This is an optimization exercise on Yosys and OpenROAD, whose aim is small area and few clock cycles per item, not a production implementation.
Only the layout flow was run in this run; the RTL was not checked for function there.
No activity file was given, so power comes from the tool's default toggle rates.

### flow/config.mk
export PLATFORM = sky130hd
export DESIGN_NAME = system
export DESIGN_NICKNAME = system
export VERILOG_FILES = /design/flow/design.v
export SDC_FILE = /design/flow/constraint.sdc
export NUM_CORES = 4
export LEC_CHECK = 0
export CAP_MARGIN = 20
export CORE_MARGIN = 2
export CORE_UTILIZATION = 40
export SLEW_MARGIN = 20
### flow/constraint.sdc
create_clock -name core_clock -period 4.0 [get_ports {aclk}]
set_input_delay 0.8000 -clock core_clock [delete_from_list [all_inputs] [get_ports {aclk}]]
set_output_delay 0.8000 -clock core_clock [all_outputs]
set_load 0.01 [all_outputs]
### flow/design.v
`timescale 1ns / 1ps
module scrambler
 #(parameter WIDTH = 32,
   parameter SEED = 7'b1111111)
  (input aclk,
   input aresetn,
   input [WIDTH-1:0] s_axis_tdata,
   input [3:0] s_axis_tuser,
   input s_axis_tvalid,
   output s_axis_tready,
   input s_axis_tlast,
   output reg [WIDTH-1:0] m_axis_tdata,
   output reg [3:0] m_axis_tuser,
   output reg m_axis_tvalid,
   input m_axis_tready,
   output reg m_axis_tlast);
  localparam TAIL_MASK = {{7{1'b0}}, {(WIDTH-7){1'b1}}};
  wire axis_tready_int = m_axis_tready;
  assign s_axis_tready = axis_tready_int;
  wire m_handshake = m_axis_tvalid && axis_tready_int;
  wire s_handshake = s_axis_tvalid && axis_tready_int;
  reg [6:0] lfsr;
  wire [WIDTH-1:0] fb;
  genvar i;
  generate
    for (i = 0; i < WIDTH; i = i + 1) begin : gen_feedback
      if (i < 4)
        assign fb[i] = lfsr[i+3] ^ lfsr[i];
      else if (i < 7)
        assign fb[i] = lfsr[i] ^ fb[i-4];
      else
        assign fb[i] = fb[i-7] ^ fb[i-4];
    end
  endgenerate
  always @(posedge aclk)
    if (~aresetn) begin
      m_axis_tdata <= {WIDTH{1'b0}};
      m_axis_tuser <= 4'h0;
      m_axis_tlast <= 1'b0;
      m_axis_tvalid <= 1'b0;
    end
    else if (s_handshake) begin
      if (s_axis_tlast)
        m_axis_tdata <= (s_axis_tdata ^ fb) & TAIL_MASK;
      else
        m_axis_tdata <= s_axis_tdata ^ fb;
      m_axis_tuser <= s_axis_tuser;
      m_axis_tlast <= s_axis_tlast;
      m_axis_tvalid <= 1'b1;
    end
    else if (m_handshake)
      m_axis_tvalid <= 1'b0;
  always @(posedge aclk)
    if (~aresetn)
      lfsr <= SEED;
    else if (s_handshake)
      lfsr <= fb[WIDTH-1:WIDTH-7];
endmodule
`timescale 1ns / 1ps
module encoder
 #(parameter WIDTH = 24)
  (input aclk,
   input aresetn,
   input [WIDTH-1:0] s_axis_tdata,
   input [3:0] s_axis_tuser,
   input s_axis_tvalid,
   output s_axis_tready,
   input s_axis_tlast,
   output reg [2*WIDTH-1:0] m_axis_tdata,
   output reg [3:0] m_axis_tuser,
   output reg m_axis_tvalid,
   input m_axis_tready,
   output reg m_axis_tlast);
  localparam HISTSIZE = 6;
  wire axis_tready_int = m_axis_tready;
  assign s_axis_tready = axis_tready_int;
  wire m_handshake = m_axis_tvalid && axis_tready_int;
  wire s_handshake = s_axis_tvalid && axis_tready_int;
  reg [2*WIDTH-1:0] m_axis_tdata_int;
  wire [WIDTH-1:0] g0;
  wire [WIDTH-1:0] g1;
  wire [2*WIDTH-1:0] hr;
  wire [2*WIDTH-1:0] tfr;
  wire [2*WIDTH-1:0] ttr;
  reg [HISTSIZE-1:0] history;
  wire [WIDTH+HISTSIZE-1:0] operand = {s_axis_tdata, history};
  genvar i;
  generate
    for (i = 0; i < WIDTH; i = i + 1) begin : gen_poly
      assign g0[i] = operand[i+6] ^ operand[i+4] ^ operand[i+3] ^ operand[i+1] ^ operand[i];
      assign g1[i] = g0[i] ^ operand[i+5] ^ operand[i+1];
    end
    for (i = 0; i < 2*WIDTH-1; i = i + 2) begin : gen_half_rate
      assign hr[i]   = g0[i/2];
      assign hr[i+1] = g1[i/2];
    end
    for (i = 0; i < 3*WIDTH/2-2; i = i + 3) begin : gen_two_thirds
      assign ttr[i]   = g0[2*(i/3)];
      assign ttr[i+1] = g1[2*(i/3)];
      assign ttr[i+2] = g0[2*(i/3)+1];
    end
    for (i = 0; i < 4*WIDTH/3-3; i = i + 4) begin : gen_three_fourths
      assign tfr[i]   = g0[i-i/4];
      assign tfr[i+1] = g1[i-i/4];
      assign tfr[i+2] = g0[i-i/4+1];
      assign tfr[i+3] = g1[i-i/4+2];
    end
  endgenerate
  assign ttr[2*WIDTH-1:3*WIDTH/2] = 0;
  assign tfr[2*WIDTH-1:4*WIDTH/3] = 0;
  always @*
    case (s_axis_tuser)
      4'b1111, 4'b0111, 4'b1011, 4'b0011:
        m_axis_tdata_int = tfr;
      4'b0001:
        m_axis_tdata_int = ttr;
      default:
        m_axis_tdata_int = hr;
    endcase
  always @(posedge aclk)
    if (~aresetn) begin
      m_axis_tdata <= {2*WIDTH{1'b0}};
      m_axis_tuser <= 4'h0;
      m_axis_tlast <= 1'b0;
      m_axis_tvalid <= 1'b0;
    end
    else if (s_handshake) begin
      m_axis_tdata <= m_axis_tdata_int;
      m_axis_tuser <= s_axis_tuser;
      m_axis_tlast <= s_axis_tlast;
      m_axis_tvalid <= 1'b1;
    end
    else if (m_handshake)
      m_axis_tvalid <= 1'b0;
  always @(posedge aclk)
    if (~aresetn)
      history <= {HISTSIZE{1'b0}};
    else if (s_handshake)
      history <= s_axis_tdata[WIDTH-1:WIDTH-HISTSIZE];
endmodule
`timescale 1ns / 1ps
module system
  #(parameter WIDTH = 24)
   (input aclk,
    input aresetn,
    input [WIDTH-1:0] s_axis_tdata,
    input s_axis_tvalid,
    output s_axis_tready,
    input s_axis_tlast,
    input [3:0] s_axis_tuser,
    output [2*WIDTH-1:0] m_axis_tdata,
    output m_axis_tvalid,
    input m_axis_tready,
    output m_axis_tlast,
    output [3:0] m_axis_tuser);
    localparam SEED = 7'b1011101;
    wire [WIDTH-1:0] s2e_tdata;
    wire s2e_tvalid;
    wire s2e_tready;
    wire s2e_tlast;
    wire [3:0] s2e_tuser;
    scrambler #(.WIDTH(WIDTH), .SEED(SEED)) scrambler_i(
        .aclk(aclk),
        .aresetn(aresetn),
        .s_axis_tdata(s_axis_tdata),
        .s_axis_tvalid(s_axis_tvalid),
        .s_axis_tready(s_axis_tready),
        .s_axis_tuser(s_axis_tuser),
        .s_axis_tlast(s_axis_tlast),
        .m_axis_tdata(s2e_tdata),
        .m_axis_tvalid(s2e_tvalid),
        .m_axis_tready(s2e_tready),
        .m_axis_tuser(s2e_tuser),
        .m_axis_tlast(s2e_tlast)
    );
    encoder #(.WIDTH(WIDTH)) encoder_i(
        .aclk(aclk),
        .aresetn(aresetn),
        .s_axis_tdata(s2e_tdata),
        .s_axis_tvalid(s2e_tvalid),
        .s_axis_tready(s2e_tready),
        .s_axis_tuser(s2e_tuser),
        .s_axis_tlast(s2e_tlast),
        .m_axis_tdata(m_axis_tdata),
        .m_axis_tvalid(m_axis_tvalid),
        .m_axis_tready(m_axis_tready),
        .m_axis_tuser(m_axis_tuser),
        .m_axis_tlast(m_axis_tlast)
    );
endmodule
### flow/run.sh
#!/bin/bash
# synth_recipe.tcl (not shown) runs the flow's synth.tcl, then flattens the netlist and writes it again
# the make line also repeats each setting of config.mk as NAME=value (left out here)
make -C /OpenROAD-flow-scripts/flow DESIGN_CONFIG=/design/flow/config.mk WORK_HOME=/design/flow/orfs CLKGATE_MAP_FILE= SYNTH_SCRIPT=/design/flow/synth_recipe.tcl finish
==> results_dict.tcl <==
set metrics [dict create \
    clk_latency_ns 0.35 \
    diodes 0 \
    die_x_um 127 \
    period_share_pct 69.2 \
    synth.net_count 646 \
    whs_ns 0.457 \
    ys_top_cells_by_count "dfxtp_1 (97), nand2_1 (76), a21oi_1 (56), xnor2_1 (48), xnor3_1 (41)" \
    worst-path-stages 2 \
    dieArea_mm2 0.0162 \
    yosys_warnings 2 \
    synthToLayoutAreaGrowth_pct 19.0 \
    seq_area_mm2 0.00194 \
    multiInputGateArea_mm2 0.00379 \
    finClkSkew_ns 0.00886 \
    grt_pass1_vias 4683 \
    hpwl_um 11600 \
    yosysTopAreaCell "dfxtp_1" \
    ys_seq_area_share_pct 32.0 \
    setup.worst_path.start "m_axis_tready" \
    synth.distinct_cells 50 \
    reg2reg_from "scrambler_i.m_axis_tuser[1]" \
    critical_path.most_common_cell "clkdlybuf4s50_1" \
    max_freq_ghz 0.361 \
    worst_path_max_delay_cell "clkdlybuf4s50_1" \
    syn_area_mm2 0.00606 \
    syn_area_per_cell_um2 9.89 \
    cts_tree "yes" \
    fill_cells 1362 \
    drive_above_1_share_pct 6.26 \
    postCtsSetupBuffers 0 \
    clock-root-buffer "clkbuf_16" \
    slew_violations 0 \
    via_per_inst 5.64 \
    p_per_area_mw_per_mm2 416 \
    crit_path_end_kind "primary output" \
    routabilityCongestion 0.841 \
    reg2reg_to "encoder_i.m_axis_tdata[29]" \
    synth.most_common_cell "dfxtp_1" \
    gr-total-overflow 0 \
    synth_top_area_share_pct 32.0 \
    cp.required_ns 3.20 \
    drt_iter0_drc 384 \
    cp-start-kind "primary input" \
    r2r_cells 4 \
    wirelength_um 16300 \
    cap_violations 0 \
    async_reset_ff_share_pct 0 \
    wl_per_cell_um 19.4 \
    route.detailed.drc 0 \
    cp.arrival_ns 1.97 \
    die_h_um 127 \
    synth_area_leaders "dfxtp_1 (32%), xnor3_1 (15%), xnor2_1 (6.9%)" \
    setup_viol_count_final 0 \
    synth-edff-count 0 \
    cp_max_fo 8 \
    tns_ns 0 \
    rsz0062_at_grt "no" \
    numCtsBuffers 9 \
    hold_path.class "flop to flop" \
    vias 4732 \
    rows 44 \
    worst-setup-path-type "primary input to primary output" \
    cts_resized 0 \
    leakage_nw 2.84 \
    hold_viol 0 \
    crit_buf_inv 2 \
    path_cells "clkdlybuf4s50_1 > clkdlybuf4s50_1" \
    drtAntennaViolNets 0 \
    io_pins 88 \
    htreeDepth 3 \
    syn_inst 613 \
    peakVddDrop_uv 236 \
    grt_pass1_wl_um 25800 \
    grt_max_degree 63 \
    tightest_slew_ns 0.902 \
    clkSlewWorstSetupHoldPaths_ns 0.07 \
    first_pass_iters 5 \
    cpPeakStageDelay_ns 0.59 \
    fin_crit_ns 2.77 \
    cp-endpoint "s_axis_tready" \
    antenna_found_initial 0 \
    r2r_slack_ns 1.89 \
    synth_ff_type "dfxtp_1" \
    fin_nets 683 \
    coreArea_mm2 0.0146 \
    ys_ff_latch 97 \
    outcome "no timing/DRC/antenna violations" \
    initial_core_util_pct 41.4 \
    ctsHoldBuffers 0 \
    grt_use_total_pct 20.5 \
    crit_family "buffers and inverters" \
    relSlewSlack_pct 39.9 \
    clockBufferDepth 2 \
    portBuffers 87 \
    cts_sinks 97 \
]
## flip-flops by register name (all words and copies together) (netlist names)
name                       count
encoder_i.m_axis_tvalid        1
scrambler_i.m_axis_tlast       1
encoder_i.m_axis_tdata        48
scrambler_i.m_axis_tuser       4
scrambler_i.lfsr               7
scrambler_i.m_axis_tdata      24
scrambler_i.m_axis_tvalid      1
encoder_i.history              6
encoder_i.m_axis_tuser         4
encoder_i.m_axis_tlast         1
## kinds of logic after synthesis
logic type                count (synthesis)  share of synthesized area, %
AOI/OAI and AO/OA                       167                          17.8
xor gates and xnor gates                138                          34.3
buffers and inverters                    71                          5.53
DFF                                      97                          32.0
muxes                                     1                         0.165
and+or+nand+nor                         139                          10.2
## area by class of cell
cell class,instances,area share (%)
well taps,184,3.19
multi-input cells,445,52.5
clock buffers,11,3.36
repair buffers,96,13.2
clock inverters,5,0.763
flip-flops and latches,97,26.9
inverters,1,0.0520
## power by group
part | total (mW) | internal [mW] | switching [mW]
registers | 1.12 | 1.02 | 0.0985
logic | 1.01 | 0.529 | 0.477
clock network | 0.880 | 0.500 | 0.380
total | 3.00 | 2.05 | 0.956
## how the worst min path moves through the flow
stage	startpoint	endpoint	slack, ns	cells after the start
6_report	encoder_i.m_axis_tdata[0]	encoder_i.m_axis_tdata[0]	0.46	2
3_3_place_gp	encoder_i.m_axis_tuser[3]	encoder_i.m_axis_tuser[3]	0.45	2
2_1_floorplan	scrambler_i.m_axis_tlast	encoder_i.m_axis_tlast	0.43	2
3_5_place_dp	encoder_i.m_axis_tdata[0]	encoder_i.m_axis_tdata[0]	0.45	2
5_1_grt	encoder_i.m_axis_tuser[1]	encoder_i.m_axis_tuser[1]	0.48	2
4_1_cts	encoder_i.m_axis_tdata[0]	encoder_i.m_axis_tdata[0]	0.46	2
## layout by cell type (no fill, tap or decap), types with 10 or more instances in the layout
cell             count
nand3_1             11
a211oi_1            10
nor2_1              23
clkdlybuf4s50_1     87
dfxtp_1             97
xor3_1              11
xnor2_1             48
o21ai_0             31
a22oi_1             25
xor2_1              25
a21oi_1             56
nand2_1             76
xnor3_1             41
## routing by layer
metal | vias to the layer above | part of all wire (%) | GRT usage [%]
li1 | 2240 | - | -
met2 | 190 | 45 | 31.3
met1 | 2284 | 48 | 29.6
met3 | 18 | 5.9 | 3.06
met4 | 0 | 1.6 | 7.69
met5 | - | 0 | 0
## metrics by stage
stage	util, %	setup WS [ns]	instance area (um^2)	total power [mW]	cells
after floorplan	-	2.15	6060	1.87	613
after global placement	47.2	1.23	6920	2.12	823
after detailed placement	47.2	1.20	6920	2.13	823
after CTS	49.3	1.22	7210	3.01	839
after global routing	49.3	1.18	7210	3.13	839
final	49.3	1.23	7210	3.00	839

-- afterwards: timing with drivers on the ports --
The flow's constraints put no driver on any port. The routed layout listed below was extracted and timed again, unchanged, in two steps. Step 1 (the two cells are an assumption about what drives the block):
set clk [get_ports {aclk}]
set_driving_cell -lib_cell sky130_fd_sc_hd__clkbuf_16 $clk
set_driving_cell -lib_cell sky130_fd_sc_hd__buf_2 [delete_from_list [all_inputs] $clk]
Step 2 moves the port delays by t, midway between the first and last clock arrival at a register: inputs arrive t later, outputs are due t later. That takes back most of the time a late clock gives input paths. Three values: no drivers, after step 1, after step 2; two values: the first two.
t (ns): 0.386
setup WS [ns]: 1.230 / 1.205 / 1.201
clock arrival spread, ns: 0.009 / 0.010
worst data-port slew with drivers (ns): 0.04
pins driven straight from the clock port: 1
After both steps setup and hold are still met in this run. The setup slack of this run moves by -0.025 ns with the drivers and by -0.029 ns with both steps.
